From an optimization exercise on the open Yosys and OpenROAD flow, aimed at small area and a short achievable clock period; shortcuts taken in it are not production practice. Only simulation tests tie the RTL to the original design; equivalence was not proved. No activity file was given, so power comes from the tool's default toggle rates.

==> flow/flow/run.sh <==
#!/bin/bash
# Layout flow:
#  1. the standard synthesis (standard.sh synth), unchanged.
#  2. Area re-mapping of the combinational logic only: the synthesized
#     netlist's flip-flops are kept as they are (same instances, names and
#     cell types); all other cells are flattened to their logic functions and
#     mapped again with ABC (flow/abc_resynth.script: AIG optimisation with
#     a 60 s deepsyn run, then area-oriented mapping), avoiding the
#     platform's don't-use cells; then tie cells and pass-through buffers as
#     in ORFS synthesis.
set -euo pipefail
WD=$(pwd)
RES=$WD/orfs/results/$FLOW_PLATFORM/Top/base
LIB=$FLOW_HOME/platforms/$FLOW_PLATFORM/lib/sky130_fd_sc_hd__tt_025C_1v80.lib

bash standard.sh synth > standard_synth.log 2>&1

cp $RES/1_2_yosys.v $WD/standard_synth_netlist.v
DONT_USE=$(sed -n '/^export DONT_USE_CELLS += \\/,/^#/p' $FLOW_HOME/platforms/$FLOW_PLATFORM/config.mk \
  | grep -o 'sky130_fd_sc_hd__[a-z0-9_]*' | sed 's/^/-dont_use /' | tr '\n' ' ')
cat > $WD/resynth.ys <<EOT
read_liberty -ignore_miss_func $LIB
blackbox sky130_fd_sc_hd__df* sky130_fd_sc_hd__edf* sky130_fd_sc_hd__sdf* sky130_fd_sc_hd__sedf* sky130_fd_sc_hd__dl* sky130_fd_sc_hd__sdl*
read_verilog $WD/standard_synth_netlist.v
hierarchy -top $FLOW_TOP
flatten
opt_clean
abc -liberty $LIB -script $WD/flow/abc_resynth.script $DONT_USE
opt_clean -purge
setundef -zero
hilomap -singleton -hicell sky130_fd_sc_hd__conb_1 HI -locell sky130_fd_sc_hd__conb_1 LO
splitnets
opt_clean -purge
insbuf -buf sky130_fd_sc_hd__buf_4 A X
stat -liberty $LIB
write_verilog -noattr -noexpr -nohex -nodec $WD/resynth_netlist.v
EOT
yosys -l $WD/resynth.log -q $WD/resynth.ys > /dev/null 2>&1
cp $WD/resynth_netlist.v $RES/1_2_yosys.v
touch $RES/1_2_yosys.v

bash standard.sh SETUP_SLACK_MARGIN=41 finish > standard.log 2>&1
==> flow/flow/abc_resynth.script <==
strash
&get -n
&fraig -x
&put
scorr
dc2
strash
&get -n
&deepsyn -T 60
&put
strash
&get -n
&dch -f
&nf -R 1000
&put
strash
&get -n
&dch -f
&nf -R 1000
&put
==> flow/standard.sh <==
#!/bin/bash
# synth_recipe.tcl (not shown) runs the flow's synth.tcl, then flattens the netlist and writes it again
# the make line also repeats each setting of config.mk as NAME=value (left out here)
make -C /OpenROAD-flow-scripts/flow DESIGN_CONFIG=/design/flow/config.mk WORK_HOME=/design/flow/orfs CLKGATE_MAP_FILE= SYNTH_SCRIPT=/design/flow/synth_recipe.tcl "${@:-finish}"
==> flow/config.mk <==
export PLATFORM = sky130hd
export DESIGN_NAME = Top
export DESIGN_NICKNAME = Top
export VERILOG_FILES = /design/flow/design.v
export SDC_FILE = /design/flow/constraint.sdc
export NUM_CORES = 4
export LEC_CHECK = 0
export ABC_AREA = 1
export CAP_MARGIN = 20
export CORE_MARGIN = 2
export CORE_UTILIZATION = 40
export CTS_BUF_LIST = sky130_fd_sc_hd__clkbuf_16
export CTS_CLUSTER_DIAMETER = 100
export CTS_CLUSTER_SIZE = 25
export SLEW_MARGIN = 20
==> flow/constraint.sdc <==
create_clock -name core_clock -period 70.0 [get_ports {iClk}]
set_input_delay 14.0000 -clock core_clock [delete_from_list [all_inputs] [get_ports {iClk}]]
set_output_delay 14.0000 -clock core_clock [all_outputs]
set_load 0.01 [all_outputs]
==> flow/design.v <==
`timescale 1ns / 1ps
module gen_clk (
  input        iClk,
  input        iRst,
  output       oTick100Hz,
  output       oTick1us,
  output       oTick16x,
  output [1:0] oPhase,      
  output [1:0] oFndSel,     
  output       oBlink       
);
  reg [9:0] rCnt;       
  reg       rStarted;   
  reg [3:0] rCnt10;     
  wire wTick10 = rCnt10[3] & rCnt10[1];
  always @(posedge iClk or posedge iRst) begin
    if (iRst) begin
      rCnt     <= 10'd0;
      rStarted <= 1'b0;
      rCnt10   <= 4'd0;
    end else begin
      rCnt     <= rCnt + 1'b1;
      rStarted <= 1'b1;
      rCnt10   <= wTick10 ? 4'd1 : rCnt10 + 1'b1;
    end
  end
  assign oTick100Hz = wTick10;
  assign oTick1us   = rStarted & ~rCnt[0];
  assign oTick16x   = rStarted & (rCnt[1:0] == 2'd0);
  assign oPhase     = rCnt[1:0];
  assign oFndSel    = rStarted ? (rCnt[6:5] - {1'b0, (rCnt[4:0] == 5'd0)}) : 2'd0;
  assign oBlink     = rCnt[9];
endmodule
`timescale 1ns / 1ps
module baud_rate_gen (
  input  wire iClk,
  input  wire iRst,
  output wire oTick16x
);
  assign oTick16x = 1'b0;
endmodule
`timescale 1ns / 1ps
module uart_rx (
  input  wire       iClk,
  input  wire       iRst,
  input  wire       iTick16x,
  input  wire [1:0] iPhase,    
  input  wire       iRx,
  output wire [7:0] oData,
  output wire       oValid
);
  localparam [1:0] IDLE  = 2'b00;
  localparam [1:0] START = 2'b01;
  localparam [1:0] DATA  = 2'b10;
  localparam [1:0] STOP  = 2'b11;
  reg [1:0] rState;
  reg [7:0] rData;
  reg [6:0] rCnt;      
  reg       rPend;     
  reg       rRxSync1, rRxSync2;
  wire wRx = rRxSync2;
  always @(posedge iClk or posedge iRst) begin
    if (iRst) begin
      rRxSync1 <= 1'b1;
      rRxSync2 <= 1'b1;
    end else begin
      rRxSync1 <= iRx;
      rRxSync2 <= rRxSync1;
    end
  end
  always @(posedge iClk or posedge iRst) begin
    if (iRst) begin
      rState <= IDLE;
      rPend  <= 1'b0;
    end else begin
      if (iPhase == 2'd3) rPend <= 1'b0;
      case (rState)
        IDLE:  if (!wRx) rState <= START;
        START: if (iTick16x && (rCnt[2:0] == 3'd7)) rState <= wRx ? IDLE : DATA;
        DATA:  if (iTick16x && (rCnt == 7'd127)) rState <= STOP;
        STOP: begin
          if (iTick16x && (rCnt[3:0] == 4'd15)) begin
            rState <= IDLE;
            if (wRx) rPend <= 1'b1;
          end
        end
      endcase
    end
  end
  always @(posedge iClk) begin
    case (rState)
      IDLE: rCnt <= 7'd0;
      START: begin
        if (iTick16x) begin
          if (rCnt[2:0] == 3'd7) rCnt <= 7'd0;
          else                   rCnt <= rCnt + 1'b1;
        end
      end
      default: begin
        if (iTick16x) begin
          rCnt <= rCnt + 1'b1;
          if ((rState == DATA) && (rCnt[3:0] == 4'd15)) rData <= {wRx, rData[7:1]};
        end
      end
    endcase
  end
  assign oData  = rData;
  assign oValid = rPend & (iPhase == 2'd3);
endmodule
`timescale 1ns / 1ps
module uart_tx (
  input  wire       iClk,
  input  wire       iRst,
  input  wire       iTick16x,
  input  wire [7:0] iData,
  input  wire       iValid,
  output wire       oTx,
  output wire       oBusy
);
  localparam [1:0] IDLE  = 2'b00;
  localparam [1:0] START = 2'b01;
  localparam [1:0] DATA  = 2'b10;
  localparam [1:0] STOP  = 2'b11;
  reg [1:0] rState;
  reg [7:0] rShift;
  reg [6:0] rCnt;    
  reg       rTx;
  wire wBitEnd = iTick16x & (rCnt[3:0] == 4'd15);
  always @(posedge iClk or posedge iRst) begin
    if (iRst) begin
      rState <= IDLE;
      rTx    <= 1'b1;
    end else begin
      case (rState)
        IDLE: begin
          rTx <= 1'b1;
          if (iValid) rState <= START;
        end
        START: begin
          rTx <= 1'b0;
          if (wBitEnd) rState <= DATA;
        end
        DATA: begin
          rTx <= rShift[0];
          if (wBitEnd && (rCnt[6:4] == 3'd7)) rState <= STOP;
        end
        STOP: begin
          rTx <= 1'b1;
          if (wBitEnd) rState <= IDLE;
        end
      endcase
    end
  end
  always @(posedge iClk) begin
    if (iTick16x) rCnt <= rCnt + 1'b1;
    case (rState)
      IDLE: begin
        rCnt <= 7'd0;
        if (iValid) rShift <= iData;
      end
      START: if (wBitEnd) rCnt <= 7'd0;
      DATA:  if (wBitEnd) rShift <= {1'b0, rShift[7:1]};
      default: ;
    endcase
  end
  assign oTx   = rTx;
  assign oBusy = (rState != IDLE);
endmodule
`timescale 1ns / 1ps
module Fifo (
  input  wire       iClk,
  input  wire       iRst,
  input  wire       iPush,
  input  wire [7:0] iPushData,
  output wire       oFull,
  input  wire       iPop,
  output wire [7:0] oPopData,
  output wire       oEmpty
);
  reg [7:0] rMem [0:15];
  reg [4:0] rWrPtr;
  reg [4:0] rRdPtr;
  assign oEmpty   = (rWrPtr == rRdPtr);
  assign oFull    = (rWrPtr == {~rRdPtr[4], rRdPtr[3:0]});
  assign oPopData = rMem[rRdPtr[3:0]];
  wire wPush = iPush & ~oFull;
  wire wPop  = iPop & ~oEmpty;
  always @(posedge iClk) begin
    if (wPush) rMem[rWrPtr[3:0]] <= iPushData;
  end
  always @(posedge iClk or posedge iRst) begin
    if (iRst) begin
      rWrPtr <= 5'd0;
      rRdPtr <= 5'd0;
    end else begin
      if (wPush) rWrPtr <= rWrPtr + 1'b1;
      if (wPop)  rRdPtr <= rRdPtr + 1'b1;
    end
  end
endmodule
`timescale 1ns / 1ps
module button_sync #(
  parameter P_BUTTON_WIDTH = 5
) (
  input wire                       iClk,
  input wire                       iRst,
  input wire  [P_BUTTON_WIDTH-1:0] iButtonRaw,
  output wire [P_BUTTON_WIDTH-1:0] oButtonEdge
);
  reg [P_BUTTON_WIDTH-1:0] rSync1;
  reg [P_BUTTON_WIDTH-1:0] rSync2;
  reg [P_BUTTON_WIDTH-1:0] rPrev;
  always @(posedge iClk or posedge iRst) begin
    if (iRst) begin
      rSync1 <= {P_BUTTON_WIDTH{1'b0}};
      rSync2 <= {P_BUTTON_WIDTH{1'b0}};
      rPrev  <= {P_BUTTON_WIDTH{1'b0}};
    end else begin
      rSync1 <= iButtonRaw;
      rSync2 <= rSync1;
      rPrev  <= rSync2;
    end
  end
  assign oButtonEdge = rSync2 & ~rPrev;
endmodule
`timescale 1ns / 1ps
module uart_ascii_decoder (
  input  wire [7:0] iRxData,
  input  wire       iRxValid,
  output wire       oBtnC,
  output wire       oBtnU,
  output wire       oBtnD,
  output wire       oBtnL,
  output wire       oBtnR,
  output wire       oTglSw0,
  output wire       oTglSw1,
  output wire       oTglSw2,
  output wire       oTglSw3,
  output wire       oClrSwTgl,
  output wire       oReqWatchRpt,
  output wire       oReqSr04Rpt,
  output wire       oReqTempRpt,
  output wire       oReqHumRpt
);
  wire       wLetter = iRxValid & (iRxData[7:6] == 2'b01);
  wire [4:0] wL      = iRxData[4:0];
  wire       wDigit  = iRxValid & (iRxData[7:3] == 5'b00110);  
  wire [2:0] wD      = iRxData[2:0];
  assign oBtnC        = wLetter & (wL == 5'h03);   
  assign oBtnU        = wLetter & (wL == 5'h15);   
  assign oBtnD        = wLetter & (wL == 5'h04);   
  assign oBtnL        = wLetter & (wL == 5'h0C);   
  assign oBtnR        = wLetter & (wL == 5'h12);   
  assign oClrSwTgl    = wLetter & (wL == 5'h18);   
  assign oReqWatchRpt = wLetter & (wL == 5'h17);   
  assign oReqSr04Rpt  = wLetter & (wL == 5'h13);   
  assign oReqTempRpt  = wLetter & (wL == 5'h14);   
  assign oReqHumRpt   = wLetter & (wL == 5'h08);   
  assign oTglSw0 = wDigit & (wD[2:1] == 2'd0);     
  assign oTglSw1 = wDigit & (wD[2:1] == 2'd1);     
  assign oTglSw2 = wDigit & (wD[2:1] == 2'd2);     
  assign oTglSw3 = wDigit & (wD == 3'd6);          
endmodule
`timescale 1ns / 1ps
module control_unit (
  input  wire       iClk,
  input  wire       iRst,
  input  wire [3:0] iSw,           
  input  wire [4:0] iPhysBtn,      
  input  wire [4:0] iDecBtn,       
  input  wire [3:0] iDecTglSw,
  input  wire       iDecClrSwTgl,
  output wire [3:0] oSwTgl,        
  output wire [3:0] oSwEff,        
  output wire [4:0] oBtn           
);
  reg [3:0] rSwTgl;
  always @(posedge iClk or posedge iRst) begin
    if (iRst)              rSwTgl <= 4'b0000;
    else if (iDecClrSwTgl) rSwTgl <= 4'b0000;
    else                   rSwTgl <= rSwTgl ^ iDecTglSw;
  end
  assign oSwTgl = rSwTgl;
  assign oSwEff = iSw ^ rSwTgl;
  assign oBtn   = iPhysBtn | iDecBtn;
endmodule
`timescale 1ns / 1ps
module clock_core (
  input            iClk,
  input            iRst,
  input            iTick,
  input            iBtnRunStop,
  input            iBtnInc,
  input            iBtnDec,
  input            iBtnLeft,
  input            iBtnRight,
  output reg       oHourT,      
  output reg [3:0] oHourO,      
  output reg [2:0] oMinT,
  output reg [3:0] oMinO,
  output reg [2:0] oSecT,
  output reg [3:0] oSecO,
  output reg [3:0] oCentiT,
  output reg [3:0] oCentiO,
  output reg [1:0] oEditState   
);
  localparam RUN       = 2'd0;
  localparam EDIT_SEC  = 2'd1;
  localparam EDIT_MIN  = 2'd2;
  localparam EDIT_HOUR = 2'd3;
  wire wCentiMax = (oCentiT == 4'd9) & (oCentiO == 4'd9);
  wire wSecMax   = (oSecT == 3'd5) & (oSecO == 4'd9);
  wire wMinMax   = (oMinT == 3'd5) & (oMinO == 4'd9);
  wire wSecZero  = (oSecT == 3'd0) & (oSecO == 4'd0);
  wire wMinZero  = (oMinT == 3'd0) & (oMinO == 4'd0);
  wire wHour12   = oHourT & (oHourO == 4'd2);
  wire wHour1    = ~oHourT & (oHourO == 4'd1);
  always @(posedge iClk or posedge iRst) begin
    if (iRst) begin
      oCentiT    <= 4'd0;
      oCentiO    <= 4'd0;
      oSecT      <= 3'd0;
      oSecO      <= 4'd0;
      oMinT      <= 3'd0;
      oMinO      <= 4'd0;
      oHourT     <= 1'b1;    
      oHourO     <= 4'd2;
      oEditState <= RUN;
    end else begin
      if (iBtnRunStop) oEditState <= (oEditState == RUN) ? EDIT_SEC : RUN;
      if (oEditState == RUN) begin
        if (iTick) begin
          if (oCentiO == 4'd9) begin
            oCentiO <= 4'd0;
            oCentiT <= (oCentiT == 4'd9) ? 4'd0 : oCentiT + 1'b1;
          end else begin
            oCentiO <= oCentiO + 1'b1;
          end
          if (wCentiMax) begin
            if (oSecO == 4'd9) begin
              oSecO <= 4'd0;
              oSecT <= (oSecT == 3'd5) ? 3'd0 : oSecT + 1'b1;
            end else begin
              oSecO <= oSecO + 1'b1;
            end
            if (wSecMax) begin
              if (oMinO == 4'd9) begin
                oMinO <= 4'd0;
                oMinT <= (oMinT == 3'd5) ? 3'd0 : oMinT + 1'b1;
              end else begin
                oMinO <= oMinO + 1'b1;
              end
              if (wMinMax) begin
                if (wHour12)                begin oHourT <= 1'b0; oHourO <= 4'd1; end
                else if (oHourO == 4'd9)    begin oHourT <= 1'b1; oHourO <= 4'd0; end
                else                        oHourO <= oHourO + 1'b1;
              end
            end
          end
        end
      end else begin
        if (iBtnLeft) begin
          case (oEditState)
            EDIT_SEC:  oEditState <= EDIT_MIN;
            EDIT_MIN:  oEditState <= EDIT_HOUR;
            default:   oEditState <= EDIT_SEC;
          endcase
        end else if (iBtnRight) begin
          case (oEditState)
            EDIT_SEC:  oEditState <= EDIT_HOUR;
            EDIT_MIN:  oEditState <= EDIT_SEC;
            default:   oEditState <= EDIT_MIN;
          endcase
        end
        if (iBtnInc) begin
          case (oEditState)
            EDIT_SEC: begin
              oCentiT <= 4'd0;
              oCentiO <= 4'd0;
              if (oSecO == 4'd9) begin
                oSecO <= 4'd0;
                oSecT <= (oSecT == 3'd5) ? 3'd0 : oSecT + 1'b1;
              end else begin
                oSecO <= oSecO + 1'b1;
              end
            end
            EDIT_MIN: begin
              if (oMinO == 4'd9) begin
                oMinO <= 4'd0;
                oMinT <= (oMinT == 3'd5) ? 3'd0 : oMinT + 1'b1;
              end else begin
                oMinO <= oMinO + 1'b1;
              end
            end
            default: begin
              if (wHour12)             begin oHourT <= 1'b0; oHourO <= 4'd1; end
              else if (oHourO == 4'd9) begin oHourT <= 1'b1; oHourO <= 4'd0; end
              else                     oHourO <= oHourO + 1'b1;
            end
          endcase
        end else if (iBtnDec) begin
          case (oEditState)
            EDIT_SEC: begin
              oCentiT <= 4'd0;
              oCentiO <= 4'd0;
              if (wSecZero) begin
                oSecT <= 3'd5;
                oSecO <= 4'd9;
              end else if (oSecO == 4'd0) begin
                oSecT <= oSecT - 1'b1;
                oSecO <= 4'd9;
              end else begin
                oSecO <= oSecO - 1'b1;
              end
            end
            EDIT_MIN: begin
              if (wMinZero) begin
                oMinT <= 3'd5;
                oMinO <= 4'd9;
              end else if (oMinO == 4'd0) begin
                oMinT <= oMinT - 1'b1;
                oMinO <= 4'd9;
              end else begin
                oMinO <= oMinO - 1'b1;
              end
            end
            default: begin
              if (wHour1)              begin oHourT <= 1'b1; oHourO <= 4'd2; end
              else if (oHourO == 4'd0) begin oHourT <= 1'b0; oHourO <= 4'd9; end
              else                     oHourO <= oHourO - 1'b1;
            end
          endcase
        end
      end
    end
  end
endmodule
`timescale 1ns / 1ps
module stopwatch (
  input            iClk,
  input            iRst,
  input            iTick,
  input            iRunStop,
  input            iClear,
  input            iRecordNext,
  input            iRecordPrev,
  output reg [6:0] oHour,
  output reg [6:0] oMin,
  output reg [6:0] oSec,
  output reg [6:0] oCentisec
);
  localparam [1:0] IDLE  = 2'b00;
  localparam [1:0] RUN   = 2'b01;
  localparam [1:0] STOP  = 2'b10;
  localparam [1:0] CLEAR = 2'b11;
  reg [1:0] rState;
  reg [6:0] rHour;
  reg [5:0] rMin;
  reg [5:0] rSec;
  reg [6:0] rCentisec;
  reg [5:0] rCntRow;
  reg [5:0] rCntCol;
  reg [4:0] rRdRow;
  reg [5:0] rRdCol;
  reg       rViewing;
  wire wInClear  = (rState == CLEAR);
  wire wCntFull  = rCntRow[5];                     
  wire wCntZero  = rCntRow[0] & rCntCol[0];
  wire wRdZero   = rRdRow[0] & rRdCol[0];
  wire wLapWrite = (rState == RUN) & iRunStop & ~iClear & ~wCntFull;
  wire [5:0] wRdIncCol = {rRdCol[4:0], rRdCol[5]};
  wire [5:0] wRdIncRow = rRdCol[5] ? {rRdRow, 1'b0} : {1'b0, rRdRow};
  wire       wRdLast   = (|(wRdIncRow & rCntRow)) & (|(wRdIncCol & rCntCol));
  always @(posedge iClk or posedge iRst) begin
    if (iRst) rState <= IDLE;
    else if (wInClear) begin
      if (wCntFull) rState <= IDLE;
    end
    else if (iClear)   rState <= CLEAR;
    else if (iRunStop) rState <= (rState == RUN) ? STOP : RUN;
  end
  always @(posedge iClk or posedge iRst) begin
    if (iRst) begin
      rHour     <= 7'd0;
      rMin      <= 6'd0;
      rSec      <= 6'd0;
      rCentisec <= 7'd0;
    end else if (iTick) begin
      if (rState == RUN) begin
        if (rCentisec == 7'd99) begin
          rCentisec <= 7'd0;
          if (rSec == 6'd59) begin
            rSec <= 6'd0;
            if (rMin == 6'd59) begin
              rMin  <= 6'd0;
              rHour <= (rHour == 7'd99) ? 7'd0 : rHour + 1'b1;
            end else begin
              rMin <= rMin + 1'b1;
            end
          end else begin
            rSec <= rSec + 1'b1;
          end
        end else begin
          rCentisec <= rCentisec + 1'b1;
        end
      end else if (rState != STOP) begin
        rHour     <= 7'd0;
        rMin      <= 6'd0;
        rSec      <= 6'd0;
        rCentisec <= 7'd0;
      end
    end
  end
  always @(posedge iClk or posedge iRst) begin
    if (iRst) begin
      rCntRow <= 6'b000001;
      rCntCol <= 6'b000001;
    end else if ((wInClear && wCntFull) || (!wInClear && iClear)) begin
      rCntRow <= 6'b000001;
      rCntCol <= 6'b000001;
    end else if (wInClear || wLapWrite) begin
      rCntCol <= {rCntCol[4:0], rCntCol[5]};
      if (rCntCol[5]) rCntRow <= {rCntRow[4:0], 1'b0};
    end
  end
  always @(posedge iClk or posedge iRst) begin
    if (iRst)                               rViewing <= 1'b0;
    else if (wInClear || iClear)            rViewing <= 1'b0;
    else if ((rState == RUN) || iRunStop)   rViewing <= 1'b0;
    else if (rState == STOP) begin
      if (iRecordNext) begin
        if (!rViewing && !wCntZero) rViewing <= 1'b1;
      end else if (iRecordPrev && rViewing && wRdZero) begin
        rViewing <= 1'b0;
      end
    end
  end
  always @(posedge iClk) begin
    if ((rState == STOP) && !iClear && !iRunStop) begin
      if (iRecordNext) begin
        if (!rViewing) begin
          rRdRow <= 5'b00001;
          rRdCol <= 6'b000001;
        end else if (!wRdLast) begin
          rRdCol <= wRdIncCol;
          rRdRow <= wRdIncRow[4:0];
        end
      end else if (iRecordPrev && rViewing && !wRdZero) begin
        rRdCol <= {rRdCol[0], rRdCol[5:1]};
        if (rRdCol[0]) rRdRow <= {1'b0, rRdRow[4:1]};
      end
    end
  end
  wire [25:0] wMemRData;
  stopwatch_mem u_mem (
    .iClk  (iClk),
    .iWE   (wLapWrite),
    .iWRow (rCntRow[4:0]),
    .iWCol (rCntCol),
    .iWData({rHour, rMin, rSec, rCentisec}),
    .iRRow (rRdRow),
    .iRCol (rRdCol),
    .oRData(wMemRData)
  );
  always @(*) begin
    if (wInClear) begin
      oHour     = 7'd99;
      oMin      = 7'd99;
      oSec      = 7'd99;
      oCentisec = 7'd99;
    end else if (rViewing) begin
      oHour     = wMemRData[25:19];
      oMin      = {1'b0, wMemRData[18:13]};
      oSec      = {1'b0, wMemRData[12:7]};
      oCentisec = wMemRData[6:0];
    end else begin
      oHour     = rHour;
      oMin      = {1'b0, rMin};
      oSec      = {1'b0, rSec};
      oCentisec = rCentisec;
    end
  end
endmodule
`timescale 1ns / 1ps
module stopwatch_mem (
  input  wire        iClk,
  input  wire        iWE,
  input  wire [4:0]  iWRow,     
  input  wire [5:0]  iWCol,     
  input  wire [25:0] iWData,
  input  wire [4:0]  iRRow,     
  input  wire [5:0]  iRCol,     
  output reg  [25:0] oRData
);
  reg [25:0] rMem [0:29];
  integer i, a, b;
  always @(posedge iClk) begin
    for (i = 0; i < 30; i = i + 1)
      if (iWE && iWRow[i / 6] && iWCol[i % 6]) rMem[i] <= iWData;
  end
  reg [25:0] wRow;
  always @(*) begin
    oRData = 26'd0;
    for (a = 0; a < 5; a = a + 1) begin
      wRow = 26'd0;
      for (b = 0; b < 6; b = b + 1)
        wRow = wRow | (rMem[a * 6 + b] & {26{iRCol[b]}});
      oRData = oRData | (wRow & {26{iRRow[a]}});
    end
  end
endmodule
`timescale 1ns / 1ps
module watch_top (
  input        iClk,
  input        iRst,
  input        iTick100Hz,
  input        iSw0,        
  input        iBtnCEdge,
  input        iBtnREdge,
  input        iBtnLEdge,
  input        iBtnUEdge,
  input        iBtnDEdge,
  output       oClkHourT,
  output [3:0] oClkHourO,
  output [2:0] oClkMinT,
  output [3:0] oClkMinO,
  output [2:0] oClkSecT,
  output [3:0] oClkSecO,
  output [3:0] oClkCentiT,
  output [3:0] oClkCentiO,
  output [1:0] oEditState,
  output [6:0] oSwHour,
  output [6:0] oSwMin,
  output [6:0] oSwSec,
  output [6:0] oSwCenti
);
  clock_core u_clock_core (
    .iClk       (iClk),
    .iRst       (iRst),
    .iTick      (iTick100Hz),
    .iBtnRunStop(iSw0 & iBtnCEdge),
    .iBtnInc    (iSw0 & iBtnUEdge),
    .iBtnDec    (iSw0 & iBtnDEdge),
    .iBtnLeft   (iSw0 & iBtnLEdge),
    .iBtnRight  (iSw0 & iBtnREdge),
    .oHourT     (oClkHourT),
    .oHourO     (oClkHourO),
    .oMinT      (oClkMinT),
    .oMinO      (oClkMinO),
    .oSecT      (oClkSecT),
    .oSecO      (oClkSecO),
    .oCentiT    (oClkCentiT),
    .oCentiO    (oClkCentiO),
    .oEditState (oEditState)
  );
  stopwatch u_stopwatch (
    .iClk       (iClk),
    .iRst       (iRst),
    .iTick      (iTick100Hz),
    .iRunStop   (~iSw0 & iBtnCEdge),
    .iClear     (~iSw0 & iBtnUEdge),
    .iRecordNext(~iSw0 & iBtnREdge),
    .iRecordPrev(~iSw0 & iBtnLEdge),
    .oHour      (oSwHour),
    .oMin       (oSwMin),
    .oSec       (oSwSec),
    .oCentisec  (oSwCenti)
  );
endmodule
`timescale 1ns / 1ps
module sr04_controller (
  input  wire        iClk,
  input  wire        iRst,
  input  wire        iTickUs,
  input  wire        iEcho,
  input  wire        iStart,
  output reg         oTrig,
  output wire [10:0] oDistBcd,    
  output reg         oDistanceValid
);
  localparam [2:0] IDLE      = 3'd0;
  localparam [2:0] START     = 3'd1;
  localparam [2:0] WAIT_ECHO = 3'd2;
  localparam [2:0] MEASURE   = 3'd3;
  localparam [2:0] DONE      = 3'd4;
  reg [2:0] rState;
  reg [5:0] rCnt58;    
  reg [2:0] rDistH;
  reg [3:0] rDistT;
  reg [3:0] rDistO;
  reg       rEchoSync1, rEchoSync2;
  always @(posedge iClk or posedge iRst) begin
    if (iRst) begin
      rEchoSync1 <= 1'b0;
      rEchoSync2 <= 1'b0;
    end else begin
      rEchoSync1 <= iEcho;
      rEchoSync2 <= rEchoSync1;
    end
  end
  wire wTimeout = (rDistH == 3'd5) & (rDistT == 4'd1) & (rDistO == 4'd7) & (rCnt58 == 6'd14);
  wire wTrigEnd = (rCnt58 == 6'd11);
  wire wNonZero = (rCnt58 != 6'd0) | (rDistH != 3'd0) | (rDistT != 4'd0) | (rDistO != 4'd0);
  reg wCount;    
  reg wClear;    
  always @(*) begin
    wCount = 1'b0;
    wClear = 1'b0;
    case (rState)
      START:     begin wClear = wTrigEnd; wCount = iTickUs; end
      WAIT_ECHO: begin wClear = rEchoSync2; wCount = iTickUs & ~wTimeout; end
      MEASURE:   wCount = iTickUs & rEchoSync2 & ~wTimeout;
      default:   ;
    endcase
  end
  always @(posedge iClk or posedge iRst) begin
    if (iRst) begin
      rState         <= IDLE;
      oTrig          <= 1'b0;
      oDistanceValid <= 1'b0;
    end else begin
      oTrig <= 1'b0;
      case (rState)
        IDLE: begin
          if (iStart) begin
            rState         <= START;
            oDistanceValid <= 1'b0;
          end
        end
        START: begin
          if (wTrigEnd) rState <= WAIT_ECHO;
          else          oTrig  <= 1'b1;
        end
        WAIT_ECHO: begin
          if (rEchoSync2)    rState <= MEASURE;
          else if (wTimeout) rState <= IDLE;
        end
        MEASURE: begin
          if (!rEchoSync2)   rState <= DONE;
          else if (wTimeout) rState <= IDLE;
        end
        DONE: begin
          rState <= IDLE;
          if (wNonZero) oDistanceValid <= 1'b1;
        end
        default: rState <= IDLE;
      endcase
    end
  end
  always @(posedge iClk) begin
    if ((rState == IDLE) || wClear) begin
      rCnt58 <= 6'd0;
      if (wClear) begin
        rDistH <= 3'd0;
        rDistT <= 4'd0;
        rDistO <= 4'd0;
      end
    end else if (wCount) begin
      if ((rState != START) && (rCnt58 == 6'd57)) begin
        rCnt58 <= 6'd0;
        if (rDistO == 4'd9) begin
          rDistO <= 4'd0;
          if (rDistT == 4'd9) begin
            rDistT <= 4'd0;
            rDistH <= rDistH + 1'b1;
          end else begin
            rDistT <= rDistT + 1'b1;
          end
        end else begin
          rDistO <= rDistO + 1'b1;
        end
      end else begin
        rCnt58 <= rCnt58 + 1'b1;
      end
    end
  end
  assign oDistBcd = {rDistH, rDistT, rDistO};
endmodule
`timescale 1ns / 1ps
module dht11_controller #(
  parameter integer START_LOW_US          = 1000,
  parameter integer START_RELEASE_US      = 30,
  parameter integer RESP_TIMEOUT_US       = 200,
  parameter integer BIT_TIMEOUT_US        = 120,
  parameter integer BIT_LOW_US            = 50,
  parameter integer BIT_HIGH_THRESHOLD_US = 40
)(
  input  wire      iClk,
  input  wire      iRst,
  input  wire      iTickUs,
  input  wire      iStart,
  input  wire      iData,
  output wire      oDataLow,
  output reg [7:0] oHumInt,
  output reg [7:0] oTempInt,
  output reg       oDataValid
);
  localparam [2:0] IDLE       = 3'd0;
  localparam [2:0] START_LOW  = 3'd1;
  localparam [2:0] START_HIGH = 3'd2;
  localparam [2:0] WAIT_LOW   = 3'd3;
  localparam [2:0] WAIT_HIGH  = 3'd4;
  localparam [2:0] LOW_BIT    = 3'd5;
  localparam [2:0] HIGH_BIT   = 3'd6;
  localparam [2:0] DONE       = 3'd7;
  reg [2:0] rState;
  reg [2:0] rNxt;
  reg [9:0] rStepUsCnt;
  reg [5:0] rHighUsCnt;     
  reg [5:0] rBitIdx;
  reg [7:0] rShift;         
  reg [7:0] rRxHum;
  reg [7:0] rRxTemp;
  reg [7:0] rSum;           
  reg       rSeen;          
  reg       rDataSync1, rDataSync2;
  wire wD        = rDataSync2;
  wire wBitValue = (rHighUsCnt == BIT_HIGH_THRESHOLD_US);
  wire wRespTo   = (rStepUsCnt >= RESP_TIMEOUT_US);
  assign oDataLow = (rState == START_LOW);
  always @(posedge iClk or posedge iRst) begin
    if (iRst) begin
      rDataSync1 <= 1'b1;
      rDataSync2 <= 1'b1;
    end else begin
      rDataSync1 <= iData;
      rDataSync2 <= rDataSync1;
    end
  end
  always @(*) begin
    rNxt = rState;
    case (rState)
      IDLE:       if (iStart) rNxt = START_LOW;
      START_LOW:  if (rStepUsCnt >= START_LOW_US) rNxt = START_HIGH;
      START_HIGH: if (rStepUsCnt >= START_RELEASE_US) rNxt = WAIT_LOW;
      WAIT_LOW: begin
        if (!wD)          rNxt = WAIT_HIGH;
        else if (wRespTo) rNxt = IDLE;
      end
      WAIT_HIGH: begin
        if (!rSeen) begin
          if (!wD && wRespTo) rNxt = IDLE;
        end else begin
          if (!wD)          rNxt = LOW_BIT;
          else if (wRespTo) rNxt = IDLE;
        end
      end
      LOW_BIT:    if (rStepUsCnt >= BIT_LOW_US) rNxt = HIGH_BIT;
      HIGH_BIT: begin
        if (rSeen && !wD)                 rNxt = (rBitIdx == 6'd39) ? DONE : LOW_BIT;
        else if (rStepUsCnt >= BIT_TIMEOUT_US) rNxt = IDLE;
      end
      default:    rNxt = IDLE;
    endcase
  end
  wire wStay    = (rNxt == rState);
  wire wCapture = (rState == HIGH_BIT) & rSeen & ~wD;    
  wire [7:0] wByte = {rShift[6:0], wBitValue};
  always @(posedge iClk or posedge iRst) begin
    if (iRst) begin
      rState     <= IDLE;
      oDataValid <= 1'b0;
    end else begin
      rState <= rNxt;
      if ((rState == DONE) && (rSum == rShift)) oDataValid <= 1'b1;
    end
  end
  always @(posedge iClk) begin
    if (!wStay)       rStepUsCnt <= 10'd0;
    else if (iTickUs) rStepUsCnt <= rStepUsCnt + 1'b1;
    if ((rState == WAIT_LOW) || (rState == LOW_BIT)) rSeen <= 1'b0;
    if (((rState == WAIT_HIGH) || (rState == HIGH_BIT)) && wStay && wD) rSeen <= 1'b1;
    if (rState == WAIT_HIGH) rBitIdx <= 6'd0;
    if (rState == LOW_BIT) rHighUsCnt <= 6'd0;
    if ((rState == HIGH_BIT) && wStay && wD && iTickUs && !wBitValue)
      rHighUsCnt <= rHighUsCnt + 1'b1;
    if (wCapture) begin
      rShift  <= wByte;
      rBitIdx <= rBitIdx + 1'b1;
      if (rBitIdx[2:0] == 3'd7) begin
        case (rBitIdx[5:3])
          3'd0: begin rRxHum <= wByte; rSum <= wByte; end
          3'd2: begin rRxTemp <= wByte; rSum <= rSum + wByte; end
          3'd4: ;                               
          default: rSum <= rSum + wByte;
        endcase
      end
    end
    if ((rState == DONE) && (rSum == rShift)) begin
      oHumInt  <= rRxHum;
      oTempInt <= rRxTemp;
    end
  end
endmodule
`timescale 1ns / 1ps
module uart_ascii_sender (
  input  wire       iClk,
  input  wire       iRst,
  input  wire       iTxFifoFull,
  output wire [7:0] oTxData,
  output wire       oTxPushValid,
  input  wire [7:0] iLoopData,
  input  wire       iLoopValid,
  input  wire       iReqWatchReport,
  input  wire       iReqSr04Report,
  input  wire       iReqTempReport,
  input  wire       iReqHumReport,
  input  wire       iWatchBcd,       
  input  wire [6:0] iWatchHour,
  input  wire [6:0] iWatchMin,
  input  wire [6:0] iWatchSec,
  input  wire [10:0] iSr04Bcd,       
  input  wire       iSr04Valid,
  input  wire [7:0] iDhtHumInt,
  input  wire [7:0] iDhtTempInt,
  input  wire       iDhtDataValid
);
  localparam [1:0] ST_IDLE   = 2'd0;
  localparam [1:0] ST_LOAD   = 2'd1;
  localparam [1:0] ST_ASSERT = 2'd2;
  localparam [2:0] SRC_LOOP  = 3'd0;
  localparam [2:0] SRC_WATCH = 3'd1;
  localparam [2:0] SRC_SR04  = 3'd2;
  localparam [2:0] SRC_TEMP  = 3'd3;
  localparam [2:0] SRC_HUM   = 3'd4;
  reg [1:0]  rState;
  reg [2:0]  rSrc;
  reg [4:0]  rIdx;
  reg        rPush;
  reg        rLoopPending, rWatchPending, rSr04Pending, rTempPending, rHumPending;
  reg [7:0]  rLoopBuf;
  reg [21:0] rSnap;
  reg [4:0] wLast;
  always @(*) begin
    case (rSrc)
      SRC_WATCH: wLast = 5'd17;
      SRC_SR04:  wLast = 5'd13;
      SRC_TEMP:  wLast = 5'd11;
      SRC_HUM:   wLast = 5'd10;
      default:   wLast = 5'd0;
    endcase
  end
  wire wMore = (rIdx != wLast);
  wire wAnyPending = rLoopPending | rWatchPending | rSr04Pending | rTempPending | rHumPending;
  always @(posedge iClk or posedge iRst) begin
    if (iRst) begin
      rState        <= ST_IDLE;
      rPush         <= 1'b0;
      rLoopPending  <= 1'b0;
      rWatchPending <= 1'b0;
      rSr04Pending  <= 1'b0;
      rTempPending  <= 1'b0;
      rHumPending   <= 1'b0;
    end else begin
      rPush <= 1'b0;
      if (iLoopValid)      rLoopPending  <= 1'b1;
      if (iReqWatchReport) rWatchPending <= 1'b1;
      if (iReqSr04Report)  rSr04Pending  <= 1'b1;
      if (iReqTempReport)  rTempPending  <= 1'b1;
      if (iReqHumReport)   rHumPending   <= 1'b1;
      case (rState)
        ST_IDLE: begin
          if (wAnyPending) rState <= ST_LOAD;
          if (rLoopPending)       rLoopPending  <= 1'b0;
          else if (rWatchPending) rWatchPending <= 1'b0;
          else if (rSr04Pending)  rSr04Pending  <= 1'b0;
          else if (rTempPending)  rTempPending  <= 1'b0;
          else if (rHumPending)   rHumPending   <= 1'b0;
        end
        ST_LOAD: rState <= ST_ASSERT;
        default: begin
          if (!iTxFifoFull) begin
            rPush  <= 1'b1;
            rState <= wMore ? ST_LOAD : ST_IDLE;
          end
        end
      endcase
    end
  end
  always @(posedge iClk) begin
    if (iLoopValid) rLoopBuf <= iLoopData;
    if (rPush && wMore) rIdx <= rIdx + 1'b1;
    if (rState == ST_IDLE) begin
      if (wAnyPending) rIdx <= 5'd0;
      if (rLoopPending) begin
        rSrc       <= SRC_LOOP;
        rSnap[7:0] <= iLoopValid ? iLoopData : rLoopBuf;
      end else if (rWatchPending) begin
        rSrc  <= SRC_WATCH;
        rSnap <= {iWatchBcd, iWatchHour, iWatchMin, iWatchSec};
      end else if (rSr04Pending) begin
        rSrc        <= SRC_SR04;
        rSnap[11:0] <= {iSr04Valid, iSr04Bcd};
      end else if (rTempPending) begin
        rSrc       <= SRC_TEMP;
        rSnap[8:0] <= {iDhtDataValid, iDhtTempInt};
      end else if (rHumPending) begin
        rSrc       <= SRC_HUM;
        rSnap[8:0] <= {iDhtDataValid, iDhtHumInt};
      end
    end
  end
  reg [6:0] wWatchField;
  always @(*) begin
    case (rIdx)
      5'd8, 5'd9:   wWatchField = rSnap[20:14];
      5'd11, 5'd12: wWatchField = rSnap[13:7];
      default:      wWatchField = rSnap[6:0];
    endcase
  end
  wire [7:0] wConvIn = (rSrc == SRC_WATCH) ? {1'b0, wWatchField} : rSnap[7:0];
  wire [3:0] wConvT  = (wConvIn / 8'd10) % 8'd10;
  wire [3:0] wConvO  = wConvIn % 8'd10;
  reg wTens;
  always @(*) begin
    case (rSrc)
      SRC_WATCH: wTens = (rIdx == 5'd8) | (rIdx == 5'd11) | (rIdx == 5'd14);
      SRC_TEMP:  wTens = (rIdx == 5'd7);
      default:   wTens = (rIdx == 5'd6);
    endcase
  end
  wire       wBcd   = (rSrc == SRC_WATCH) & rSnap[21];
  wire [3:0] wDigit = wBcd  ? (wTens ? {1'b0, wWatchField[6:4]} : wWatchField[3:0])
                            : (wTens ? wConvT : wConvO);
  wire [7:0] wAsc   = {4'h3, wDigit};
  reg [7:0] rChar;
  always @(*) begin
    rChar = " ";
    case (rSrc)
      SRC_LOOP: rChar = rSnap[7:0];
      SRC_WATCH: begin
        case (rIdx)
          5'd0:  rChar = 8'h0D;
          5'd1:  rChar = 8'h0A;
          5'd2:  rChar = "W";
          5'd3:  rChar = "A";
          5'd4:  rChar = "T";
          5'd5:  rChar = "C";
          5'd6:  rChar = "H";
          5'd7:  rChar = " ";
          5'd10: rChar = ":";
          5'd13: rChar = ":";
          5'd16: rChar = 8'h0D;
          5'd17: rChar = 8'h0A;
          5'd8, 5'd9, 5'd11, 5'd12, 5'd14, 5'd15: rChar = wAsc;
          default: rChar = " ";
        endcase
      end
      SRC_SR04: begin
        case (rIdx)
          5'd0:  rChar = 8'h0D;
          5'd1:  rChar = 8'h0A;
          5'd2:  rChar = "S";
          5'd3:  rChar = "R";
          5'd4:  rChar = "0";
          5'd5:  rChar = "4";
          5'd6:  rChar = " ";
          5'd7:  rChar = rSnap[11] ? {5'b00110, rSnap[10:8]} : "-";
          5'd8:  rChar = rSnap[11] ? {4'h3, rSnap[7:4]} : "-";
          5'd9:  rChar = rSnap[11] ? {4'h3, rSnap[3:0]} : "-";
          5'd10: rChar = "c";
          5'd11: rChar = "m";
          5'd12: rChar = 8'h0D;
          5'd13: rChar = 8'h0A;
          default: rChar = " ";
        endcase
      end
      SRC_TEMP: begin
        case (rIdx)
          5'd0:  rChar = 8'h0D;
          5'd1:  rChar = 8'h0A;
          5'd2:  rChar = "T";
          5'd3:  rChar = "E";
          5'd4:  rChar = "M";
          5'd5:  rChar = "P";
          5'd6:  rChar = " ";
          5'd7, 5'd8: rChar = rSnap[8] ? wAsc : "-";
          5'd9:  rChar = "C";
          5'd10: rChar = 8'h0D;
          5'd11: rChar = 8'h0A;
          default: rChar = " ";
        endcase
      end
      default: begin
        case (rIdx)
          5'd0:  rChar = 8'h0D;
          5'd1:  rChar = 8'h0A;
          5'd2:  rChar = "H";
          5'd3:  rChar = "U";
          5'd4:  rChar = "M";
          5'd5:  rChar = " ";
          5'd6, 5'd7: rChar = rSnap[8] ? wAsc : "-";
          5'd8:  rChar = "%";
          5'd9:  rChar = 8'h0D;
          5'd10: rChar = 8'h0A;
          default: rChar = " ";
        endcase
      end
    endcase
  end
  assign oTxData      = rChar;
  assign oTxPushValid = rPush;
endmodule
`timescale 1ns / 1ps
module fnd_controller (
  input  [1:0] iSel,
  input  [3:0] iSwEff,        
  input        iBlink,
  input  [1:0] iEditState,
  input        iClkHourT,
  input  [3:0] iClkHourO,
  input  [2:0] iClkMinT,
  input  [3:0] iClkMinO,
  input  [2:0] iClkSecT,
  input  [3:0] iClkSecO,
  input  [3:0] iClkCentiT,
  input  [3:0] iClkCentiO,
  input  [6:0] iSwHour,
  input  [6:0] iSwMin,
  input  [6:0] iSwSec,
  input  [6:0] iSwCenti,
  input        iSr04Valid,
  input [10:0] iSr04Bcd,
  input        iDhtValid,
  input  [6:0] iDhtTemp,
  input  [6:0] iDhtHum,
  output [7:0] oFndFont,
  output [3:0] oFndCom
);
  function [3:0] f_digit;    
    input [6:0] v;
    input       tens;
    begin
      f_digit = tens ? (v / 7'd10) : (v % 7'd10);
    end
  endfunction
  function [6:0] f_seg;      
    input [3:0] d;
    begin
      case (d)
        4'd0: f_seg = 7'h40;
        4'd1: f_seg = 7'h79;
        4'd2: f_seg = 7'h24;
        4'd3: f_seg = 7'h30;
        4'd4: f_seg = 7'h19;
        4'd5: f_seg = 7'h12;
        4'd6: f_seg = 7'h02;
        4'd7: f_seg = 7'h78;
        4'd8: f_seg = 7'h00;
        4'd9: f_seg = 7'h10;
        default: f_seg = 7'h7F;
      endcase
    end
  endfunction
  reg [3:0] wClkHm, wClkSc, wSr04;
  always @(*) begin
    case (iSel)
      2'd0: begin wClkHm = iClkMinO;            wClkSc = iClkCentiO;          wSr04 = iSr04Bcd[3:0]; end
      2'd1: begin wClkHm = {1'b0, iClkMinT};    wClkSc = iClkCentiT;          wSr04 = iSr04Bcd[7:4]; end
      2'd2: begin wClkHm = iClkHourO;           wClkSc = iClkSecO;            wSr04 = {1'b0, iSr04Bcd[10:8]}; end
      default: begin wClkHm = {3'b0, iClkHourT}; wClkSc = {1'b0, iClkSecT};   wSr04 = 4'd0; end
    endcase
  end
  wire [3:0] wSwHm = f_digit(iSel[1] ? iSwHour : iSwMin,   iSel[0]);
  wire [3:0] wSwSc = f_digit(iSel[1] ? iSwSec  : iSwCenti, iSel[0]);
  wire [3:0] wDht  = iDhtValid ? f_digit(iSel[1] ? iDhtTemp : iDhtHum, iSel[0]) : 4'd0;
  wire [3:0] wSr   = iSr04Valid ? wSr04 : 4'd0;
  wire [6:0] wSegClkHm = f_seg(wClkHm);
  wire [6:0] wSegClkSc = f_seg(wClkSc);
  wire [6:0] wSegSwHm  = f_seg(wSwHm);
  wire [6:0] wSegSwSc  = f_seg(wSwSc);
  wire [6:0] wSegDht   = f_seg(wDht);
  wire [6:0] wSegSr    = f_seg(wSr);
  wire [6:0] wSegClk   = iSwEff[1] ? wSegClkHm : wSegClkSc;
  wire [6:0] wSegSw    = iSwEff[1] ? wSegSwHm  : wSegSwSc;
  wire [6:0] wSegWatch = iSwEff[0] ? wSegClk   : wSegSw;
  wire [6:0] wSegSens  = iSwEff[3] ? wSegDht   : wSegSr;
  assign oFndFont = {(iSel != 2'd2), (iSwEff[2] ? wSegSens : wSegWatch)};
  wire wBlinkOn = ~iSwEff[2] & iSwEff[0] & iBlink;
  wire wHi = wBlinkOn & (((iEditState == 2'd1) & ~iSwEff[1]) | ((iEditState == 2'd3) & iSwEff[1]));
  wire wLo = wBlinkOn & (iEditState == 2'd2) & iSwEff[1];
  wire [3:0] wCom = ~(4'b0001 << iSel);
  assign oFndCom = wCom | {wHi, wHi, wLo, wLo};
endmodule
`timescale 1ns / 1ps
module Top (
  input        iClk,
  input        iRst,
  input        iRx,
  output       oTx,
  input        iSw0,
  input        iSw1,
  input        iSw2,
  input        iSw3,
  input        iBtnC,
  input        iBtnU,
  input        iBtnD,
  input        iBtnL,
  input        iBtnR,
  input        iSr04Echo,
  output       oSr04Trig,
  input        iDht11Data,
  output       oDht11DataLow,
  output [3:0] oFndCom,
  output [7:0] oFndFont
);
  wire       wTick100Hz, wTick1us, wTick16x, wBlink;
  wire [1:0] wPhase, wFndSel;
  gen_clk u_gen_clk (
    .iClk      (iClk),
    .iRst      (iRst),
    .oTick100Hz(wTick100Hz),
    .oTick1us  (wTick1us),
    .oTick16x  (wTick16x),
    .oPhase    (wPhase),
    .oFndSel   (wFndSel),
    .oBlink    (wBlink)
  );
  wire [7:0] wRxData;
  wire       wRxValid;
  uart_rx u_uart_rx (
    .iClk    (iClk),
    .iRst    (iRst),
    .iTick16x(wTick16x),
    .iPhase  (wPhase),
    .iRx     (iRx),
    .oData   (wRxData),
    .oValid  (wRxValid)
  );
  wire [4:0] wDecBtn;
  wire [3:0] wDecTgl;
  wire       wDecClr, wReqW, wReqS, wReqT, wReqH;
  uart_ascii_decoder u_dec (
    .iRxData     (wRxData),
    .iRxValid    (wRxValid),
    .oBtnC       (wDecBtn[4]),
    .oBtnU       (wDecBtn[3]),
    .oBtnD       (wDecBtn[2]),
    .oBtnL       (wDecBtn[1]),
    .oBtnR       (wDecBtn[0]),
    .oTglSw0     (wDecTgl[0]),
    .oTglSw1     (wDecTgl[1]),
    .oTglSw2     (wDecTgl[2]),
    .oTglSw3     (wDecTgl[3]),
    .oClrSwTgl   (wDecClr),
    .oReqWatchRpt(wReqW),
    .oReqSr04Rpt (wReqS),
    .oReqTempRpt (wReqT),
    .oReqHumRpt  (wReqH)
  );
  wire [4:0] wPhysBtn;
  button_sync #(.P_BUTTON_WIDTH(5)) u_button_sync (
    .iClk       (iClk),
    .iRst       (iRst),
    .iButtonRaw ({iBtnC, iBtnU, iBtnD, iBtnL, iBtnR}),
    .oButtonEdge(wPhysBtn)
  );
  wire [3:0] wSwTgl, wSwEff;
  wire [4:0] wBtn;    
  control_unit u_control_unit (
    .iClk        (iClk),
    .iRst        (iRst),
    .iSw         ({iSw3, iSw2, iSw1, iSw0}),
    .iPhysBtn    (wPhysBtn),
    .iDecBtn     (wDecBtn),
    .iDecTglSw   (wDecTgl),
    .iDecClrSwTgl(wDecClr),
    .oSwTgl      (wSwTgl),
    .oSwEff      (wSwEff),
    .oBtn        (wBtn)
  );
  wire wSr04Start  = wBtn[4] &  wSwEff[2] & ~wSwEff[3];
  wire wDht11Start = wBtn[4] &  wSwEff[2] &  wSwEff[3];
  wire       wClkHourT;
  wire [3:0] wClkHourO, wClkMinO, wClkSecO, wClkCentiT, wClkCentiO;
  wire [2:0] wClkMinT, wClkSecT;
  wire [1:0] wEditState;
  wire [6:0] wSwHour, wSwMin, wSwSec, wSwCenti;
  watch_top u_watch_top (
    .iClk      (iClk),
    .iRst      (iRst),
    .iTick100Hz(wTick100Hz),
    .iSw0      (wSwEff[0]),
    .iBtnCEdge (wBtn[4]),
    .iBtnUEdge (wBtn[3]),
    .iBtnDEdge (wBtn[2]),
    .iBtnLEdge (wBtn[1]),
    .iBtnREdge (wBtn[0]),
    .oClkHourT (wClkHourT),
    .oClkHourO (wClkHourO),
    .oClkMinT  (wClkMinT),
    .oClkMinO  (wClkMinO),
    .oClkSecT  (wClkSecT),
    .oClkSecO  (wClkSecO),
    .oClkCentiT(wClkCentiT),
    .oClkCentiO(wClkCentiO),
    .oEditState(wEditState),
    .oSwHour   (wSwHour),
    .oSwMin    (wSwMin),
    .oSwSec    (wSwSec),
    .oSwCenti  (wSwCenti)
  );
  wire [10:0] wSr04Bcd;
  wire        wSr04Valid;
  sr04_controller u_sr04_controller (
    .iClk          (iClk),
    .iRst          (iRst),
    .iTickUs       (wTick1us),
    .iEcho         (iSr04Echo),
    .iStart        (wSr04Start),
    .oTrig         (oSr04Trig),
    .oDistBcd      (wSr04Bcd),
    .oDistanceValid(wSr04Valid)
  );
  wire [7:0] wDhtHumInt, wDhtTempInt;
  wire       wDhtDataValid;
  dht11_controller #(.START_LOW_US(1000)) u_dht11_controller (
    .iClk      (iClk),
    .iRst      (iRst),
    .iTickUs   (wTick1us),
    .iStart    (wDht11Start),
    .iData     (iDht11Data),
    .oDataLow  (oDht11DataLow),
    .oHumInt   (wDhtHumInt),
    .oTempInt  (wDhtTempInt),
    .oDataValid(wDhtDataValid)
  );
  wire [7:0] wTxData, wTxFifoData;
  wire       wTxPush, wTxFifoFull, wTxFifoEmpty, wTxBusy;
  wire       wTxFifoPop = ~wTxFifoEmpty & ~wTxBusy;
  uart_ascii_sender u_sender (
    .iClk           (iClk),
    .iRst           (iRst),
    .iTxFifoFull    (wTxFifoFull),
    .oTxData        (wTxData),
    .oTxPushValid   (wTxPush),
    .iLoopData      (wRxData),
    .iLoopValid     (wRxValid),
    .iReqWatchReport(wReqW),
    .iReqSr04Report (wReqS),
    .iReqTempReport (wReqT),
    .iReqHumReport  (wReqH),
    .iWatchBcd      (wSwEff[0]),
    .iWatchHour     (wSwEff[0] ? {2'b00, wClkHourT, wClkHourO} : wSwHour),
    .iWatchMin      (wSwEff[0] ? {wClkMinT, wClkMinO} : wSwMin),
    .iWatchSec      (wSwEff[0] ? {wClkSecT, wClkSecO} : wSwSec),
    .iSr04Bcd       (wSr04Bcd),
    .iSr04Valid     (wSr04Valid),
    .iDhtHumInt     (wDhtHumInt),
    .iDhtTempInt    (wDhtTempInt),
    .iDhtDataValid  (wDhtDataValid)
  );
  Fifo u_uart_tx_fifo (
    .iClk     (iClk),
    .iRst     (iRst),
    .iPush    (wTxPush),
    .iPushData(wTxData),
    .oFull    (wTxFifoFull),
    .iPop     (wTxFifoPop),
    .oPopData (wTxFifoData),
    .oEmpty   (wTxFifoEmpty)
  );
  uart_tx u_uart_tx (
    .iClk    (iClk),
    .iRst    (iRst),
    .iTick16x(wTick16x),
    .iData   (wTxFifoData),
    .iValid  (wTxFifoPop),
    .oTx     (oTx),
    .oBusy   (wTxBusy)
  );
  fnd_controller u_fnd_controller (
    .iSel      (wFndSel),
    .iSwEff    (wSwEff),
    .iBlink    (wBlink),
    .iEditState(wEditState),
    .iClkHourT (wClkHourT),
    .iClkHourO (wClkHourO),
    .iClkMinT  (wClkMinT),
    .iClkMinO  (wClkMinO),
    .iClkSecT  (wClkSecT),
    .iClkSecO  (wClkSecO),
    .iClkCentiT(wClkCentiT),
    .iClkCentiO(wClkCentiO),
    .iSwHour   (wSwHour),
    .iSwMin    (wSwMin),
    .iSwSec    (wSwSec),
    .iSwCenti  (wSwCenti),
    .iSr04Valid(wSr04Valid),
    .iSr04Bcd  (wSr04Bcd),
    .iDhtValid (wDhtDataValid),
    .iDhtTemp  (wDhtTempInt[6:0]),
    .iDhtHum   (wDhtHumInt[6:0]),
    .oFndFont  (oFndFont),
    .oFndCom   (oFndCom)
  );
endmodule
==> impl_metrics.ini, run 1 <==
[global_routing]
grt_pass1_vias = 31290
gr-total-overflow = 0
grt_max_degree = 75
grt_pass1_wl_um = 222600
track_usage = 0.2432
antenna_found_initial = 3

[placement]
place_ws_ps = 38870
dp_hpwl_um = 90610
gp_congestion = 0.8707
dp_cells = 5196
io_buffer_count = 28

[routing]
antenna_left = 0
drcViolationCount = 0
vias = 33330
viasPerCell = 6.257
wl_um = 154500
routedWlPerCell_um = 29.01
first_iter_violations = 4918
drt_pass1_iterations = 8

[synthesis]
synth_area_um2 = 48560
ys_warn_count = 14
synth_nets = 3448
postSynthAreaPerCell_um2 = 14.14
syn_inst = 3434

[setup_path]
start_kind = primary input
cp_num_buf_inv = 4
cp_top_family = compound AO/OA/AOI/OAI gates
critical_path.cell_chain = buf_8, xor2_4, buf_12, nor3_4, buf_4, a21oi_2, and3_1, a21boi_2, a21oi_1, nor2_1, a211o_1, buf_2
critPathRequiredTime_ps = 56000
crit_path_top_delay_cell = a211o_1
arrival_ps = 15960
path_depth = 12
r2r-start = u_sender.rIdx[2]
worstSetupPathType = in2out
slowest_delay_ps = 300
cp_max_fo = 5
reg2regPathDepth = 21
reg2reg_slack_ps = 63940
worstSetupEndpointType = primary output
r2r-end = u_uart_tx_fifo.rMem[9][1]

[final_layout]
multi_input_area_um2 = 13310
seq_area_um2 = 35500
nets = 3682
drive_above_1_share = 0.08748
instances_no_fill = 5327
areaGrowthSynthToFinish_pct = 11.58
final_util = 0.4510
fillCellCount = 10830
num_antenna_cells = 0

[hold_path]
hold_path_class = reg2reg
holdPathEnd = u_sr04_controller.rEchoSync2
holdPathStages = 0
hp-start = u_sr04_controller.rEchoSync1

[pwr]
combinationalPowerShare = 0.224
p_switching_uw = 512.3
peakVddDrop_v = 0.00002572
p_seq_frac = 0.542
p_sw_frac = 0.3179
internal_power_uw = 1099
powerDensity_nw_per_um2 = 29.74
clkPwrFrac = 0.234
p_leak_uw = 0.01815

[timing]
timing.final.crit_period_ps = 29960
timing.final.crit_share = 0.4279
max_freq_mhz = 33.38
finalSetupViolations = 0
setup_ws_ps = 40040
max_slew_margin = 0.1921
whs_ps = 355.7
tightest_slew_ps = 1212
rsz0062_at_grt = yes
hold_viol_final = 0
report.final.slew_viol_count = 0
setup_tns_ps = 0
skew_ps = 76.83

[die]
initial_core_util = 0.4042
boundaryPins = 29
rows = 127
die_y_um = 352.4
core_area_um2 = 120100
dieArea_um2 = 124200
die_x_um = 352.4

[job]
maxCapViolCount = 0

[clock_tree]
cts_tree = done
ctsHoldBuffers = 0
clk_pin_slew_worst_paths_ps = 90
clock_path_buffers = 3
cts_root_buf = clkbuf_16
numCtsBuffers = 55
clk_latency_ps = 740
htree_levels = 2
cts_sinks = 1218

[run_status]
status = no timing/DRC/antenna violations
repair_timing:
item,CTS,global route
pin swaps,32,16
cloned,3,0
endpoints found under the hold margin,0,0
resized for setup,106,12
endpoints found under the setup margin,11,11
buffers inserted,21,3
stage by stage:
stage                     total power (uW)  area [um^2]
after detailed placement              1220        52020
after CTS                             1603        54100
after floorplan                       1101        48690
final                                 1611        54180
after global routing                  1678        54180
after global placement                1215        51960
power groups by stage:
stage / Sequential, uW / Combinational (uW) / Clock [uW]
floorplan: 875 / 227 / 0
global placement: 886 / 329 / 0
detailed placement: 887 / 332 / 0
CTS: 871 / 351 / 381
global route: 878 / 397 / 404
finish: 873 / 362 / 377
state kept, by name, indices dropped and copies added, names as in the netlist, 8 cells and up, named ones only:
register / flops
u_dht11_controller.oTempInt: 8
u_uart_tx_fifo.rMem: 128
u_dht11_controller.rRxHum: 8
u_gen_clk.rCnt: 10
u_dht11_controller.oHumInt: 8
u_uart_rx.rData: 8
u_watch_top.u_stopwatch.u_mem.rMem: 780
u_uart_tx.rShift: 8
u_sender.rSnap: 22
u_sender.rLoopBuf: 8
u_dht11_controller.rRxTemp: 8
u_dht11_controller.rShift: 8
u_dht11_controller.rStepUsCnt: 10
u_dht11_controller.rSum: 8
metal layers:
metal / GRT usage / part of all wire / vias up
li1: - / - / 14270
met3: 0.03964 / 0.10 / 314
met5: 0 / 0.000078 / -
met4: 0.08632 / 0.040 / 2
met2: 0.3789 / 0.45 / 1819
met1: 0.3456 / 0.40 / 16930
area by class of cell:
type,count,share of cell area
repair inverters,1,0.0003002
multi-input cells,2168,0.2456
repair buffers,176,0.02739
well taps,1612,0.03723
clock buffers,55,0.02540
flip-flops and latches,1218,0.6553
inverters,48,0.003903
clock inverters,49,0.004896
worst max path at each step:
stage / start / slack (ps) / end
2_1_floorplan: iSw0 / 40540 / oFndFont[4]
3_3_place_gp: iSw0 / 38870 / oFndFont[4]
3_5_place_dp: iSw0 / 38870 / oFndFont[4]
4_1_cts: iSw1 / 40060 / oFndFont[1]
5_1_grt: iSw1 / 39990 / oFndFont[3]
6_report: iSw1 / 40040 / oFndFont[3]
cells in the final DEF, fill, tap and decap left out, types with 13 or more instances in the layout:
cell / instances
nand2_1: 349
a221oi_1: 62
xnor2_1: 48
xor2_1: 31
nand3_1: 78
edfxtp_1: 1038
clkinv_1: 46
a222oi_1: 130
nor3_1: 87
a22o_1: 45
and3_1: 41
o21ai_0: 108
or2_0: 16
a22oi_1: 141
and2_1: 23
nor2b_1: 27
a31oi_1: 25
a211oi_1: 13
nand2b_1: 38
clkbuf_16: 55
a21oi_1: 188
clkdlybuf4s50_1: 13
nand4_1: 78
and2_0: 34
dfxtp_1: 37
buf_4: 138
inv_1: 42
o21a_1: 15
dfrtp_1: 132
nor4_1: 14
nor2_1: 279
and3_2: 30
o22ai_1: 46
==> inputs of run 2 (changes only) <==
--- a/flow/flow/run.sh
+++ b/flow/flow/run.sh
@@ -6,5 +6,5 @@
 #     cell types); all other cells are flattened to their logic functions and
 #     mapped again with ABC (flow/abc_resynth.script: AIG optimisation with
-#     a 60 s deepsyn run, then area-oriented mapping), avoiding the
+#     a 240 s deepsyn run, then area-oriented mapping), avoiding the
 #     platform's don't-use cells; then tie cells and pass-through buffers as
 #     in ORFS synthesis.
--- a/flow/flow/abc_resynth.script
+++ b/flow/flow/abc_resynth.script
@@ -7,5 +7,5 @@
 strash
 &get -n
-&deepsyn -T 60
+&deepsyn -T 240
 &put
 strash
==> impl_metrics.ini, run 2 <==
[hold_path]
holdPathStages = 0
holdPathEnd = u_button_sync.rSync2[1]
hold_path_class = reg2reg
hp-start = u_button_sync.rSync1[1]

[setup_path]
critical_path.cell_chain = buf_12, buf_4, xnor2_1, a31oi_2, a22oi_2, nand2b_1, and3_1, o211ai_1, buf_4, nand4_1, buf_2
cp_max_fo = 2
worstSetupEndpointType = primary output
worstSetupPathType = in2out
start_kind = primary input
r2r-start = u_gen_clk.rCnt[0]
path_common_cell = buf_4
reg2reg_slack_ps = 62850
critPathRequiredTime_ps = 56000
reg2regPathDepth = 27
slowest_delay_ps = 330
crit_path_top_delay_cell = xnor2_1
r2r-end = u_watch_top.u_clock_core.oHourO[2]
arrival_ps = 16130

[synthesis]
ys_warn_count = 14
syn_inst = 3374
postSynthAreaPerCell_um2 = 14.33
synth_area_um2 = 48360
synth_nets = 3388

[routing]
routedWlPerCell_um = 28.71
vias = 32790
first_iter_violations = 5207
antenna_left = 0
drcViolationCount = 0
drt_pass1_iterations = 6
wl_um = 151300
viasPerCell = 6.221

[timing]
setup_ws_ps = 39870
max_freq_mhz = 33.19
report.final.slew_viol_count = 0
hold_viol_final = 0
setup_tns_ps = 0
skew_ps = 25.69
rsz0062_at_grt = yes
finalSetupViolations = 0
timing.final.crit_share = 0.4304
tightest_slew_ps = 1263
timing.final.crit_period_ps = 30130
max_slew_margin = 0.1583
whs_ps = 362.1

[final_layout]
layout_commonest_cell = edfxtp_1
fillCellCount = 10670
layout_common_cells = edfxtp_1 (1038), nand2_1 (288), nor2_1 (272), a21oi_1 (163), buf_4 (145)
areaGrowthSynthToFinish_pct = 11.40
top_regs = u_watch_top.u_stopwatch.u_mem.rMem (780), u_uart_tx_fifo.rMem (128), u_sender.rSnap (22)
nets = 3627
largest-register = u_watch_top.u_stopwatch.u_mem.rMem
largest_register_ffs = 780
drive_above_1_share = 0.09267

[clock_tree]
cts_root_buf = clkbuf_16
cts_sinks = 1218
htree_levels = 2
clk_latency_ps = 690
cts_tree = done
numCtsBuffers = 54
clk_pin_slew_worst_paths_ps = 100
clock_path_buffers = 3
ctsHoldBuffers = 0

[global_routing]
met3_usage = 0.03987
grt.met1_usage = 0.3498
grt_pass1_wl_um = 215700
grt_max_degree = 77
track_usage = 0.2404
top_usage_layer = met2
antenna_found_initial = 1
grt_pass1_vias = 30560
grtUsageMet2 = 0.3711
gr-total-overflow = 0

[die]
core_area_um2 = 120000
rows = 127
die_x_um = 351.7
dieArea_um2 = 123700
boundaryPins = 29
die_y_um = 351.7
initial_core_util = 0.4031

[pwr]
powerDensity_nw_per_um2 = 30.23
p_leak_uw = 0.01804
peakVddDrop_v = 0.00002026

[placement]
io_buffer_count = 28
dp_hpwl_um = 87140
place_ws_ps = 38730
gp_congestion = 0.9007

[run_status]
status = no timing/DRC/antenna violations

[job]
maxCapViolCount = 0
run 2: cell types whose count changed in the layout (fill, tap and decap cells not counted), moves of 7 or more:
cell	before	now
and2_1	23	13
buf_4	138	145
and2_2	6	17
nor2_1	279	272
a22oi_1	141	131
nand3_1	78	91
a22o_1	45	56
nor3_1	87	104
nand2_1	349	288
or2_0	16	9
nand2b_1	38	50
nand4_1	78	70
a21oi_1	188	163
run 2: worst max-delay path: cells and delay by family:
family / cells / cell delay [ps]
AO/OA/AOI/OAI: 3 / 550
XOR/XNOR: 1 / 330
buffers and inverters: 4 / 670
AND/OR/NAND/NOR: 3 / 570
run 2: cell type report:
cell class                 instances  area, um^2  area share
multi-input combinational       2109       13100      0.2432
antenna                            1       2.502  0.00004645
clock buffer                      54        1351     0.02508
clock inverter                    47       210.2    0.003902
inverter                          47       183.9    0.003414
sequential                      1218       35500      0.6590
tap                             1612        2017     0.03744
timing repair buffer             183        1504     0.02792
run 2: per-stage QoR:
step	std cells	power [uW]	cell area, um^2	util
4_1_cts	5259	1612	53660	0.4473
3_3_place_gp	5131	1238	51720	0.4311
5_1_grt	5270	1693	53870	0.4490
2_1_floorplan	3374	1103	48460	-
3_5_place_dp	5131	1239	51720	0.4311
6_report	5271	1629	53870	0.4490
run 2: per-layer routing:
layer / routed length [um] / share of wire / vias up
met3: 16540 / 0.11 / 255
li1: - / - / 14100
met4: 5014 / 0.033 / 2
met5: 13 / 0.000086 / -
met1: 61850 / 0.41 / 16610
met2: 67910 / 0.45 / 1827
run 2: power by group:
part	internal [uW]	total, uW	switching, uW
combinational	140	393	254
clock	143	366	224
sequential	822	869	46.8
total	1100	1630	524
run 2: how the worst max path moves through the flow:
| stage | start | endpoint | cells after the start |
|---|---|---|---|
| 3_5_place_dp | iSw1 | oFndFont[0] | 11 |
| 5_1_grt | iSw3 | oFndFont[2] | 15 |
| 3_3_place_gp | iSw3 | oFndFont[2] | 16 |
| 2_1_floorplan | iSw3 | oFndFont[2] | 14 |
| 6_report | iSw3 | oFndFont[3] | 11 |
| 4_1_cts | iSw3 | oFndFont[2] | 16 |
run 2: what timing repair did:
action,CTS,global route
pin swaps,20,15
resized for setup,109,25
setup buffers,26,7
cloned,1,0
endpoints found under the setup margin,11,11

re-timing with driven ports:
Ports are ideal in the flow. The routed layouts listed here were re-timed in OpenROAD. Step 1 sets driving cells, clkbuf_16 on the clock port and buf_2 on the other inputs (assumed; they add their load-dependent delay and slew). Step 2 times the ports against the registers' clock, not the clock port: input delays grow and output delays shrink by t, the midpoint of the rising clock arrivals with the driver on. Three values: ideal, step 1, step 2; two values: the first two.
run	t, ns	setup slack, ns	worst setup path at the end	slew at the worst register clock pin (ns)	worst slew at a driven data input, ns
run 1	0.770	40.044 / 40.003 / 40.003	input to output	0.11 / 0.11	0.05
run 2	0.744	39.870 / 39.820 / 39.820	input to output	0.11 / 0.11	0.06
After both steps setup and hold are still met in every run listed. For run 2, which loses most, drivers alone change the setup slack by -0.050 ns; drivers and shift together by -0.050 ns.
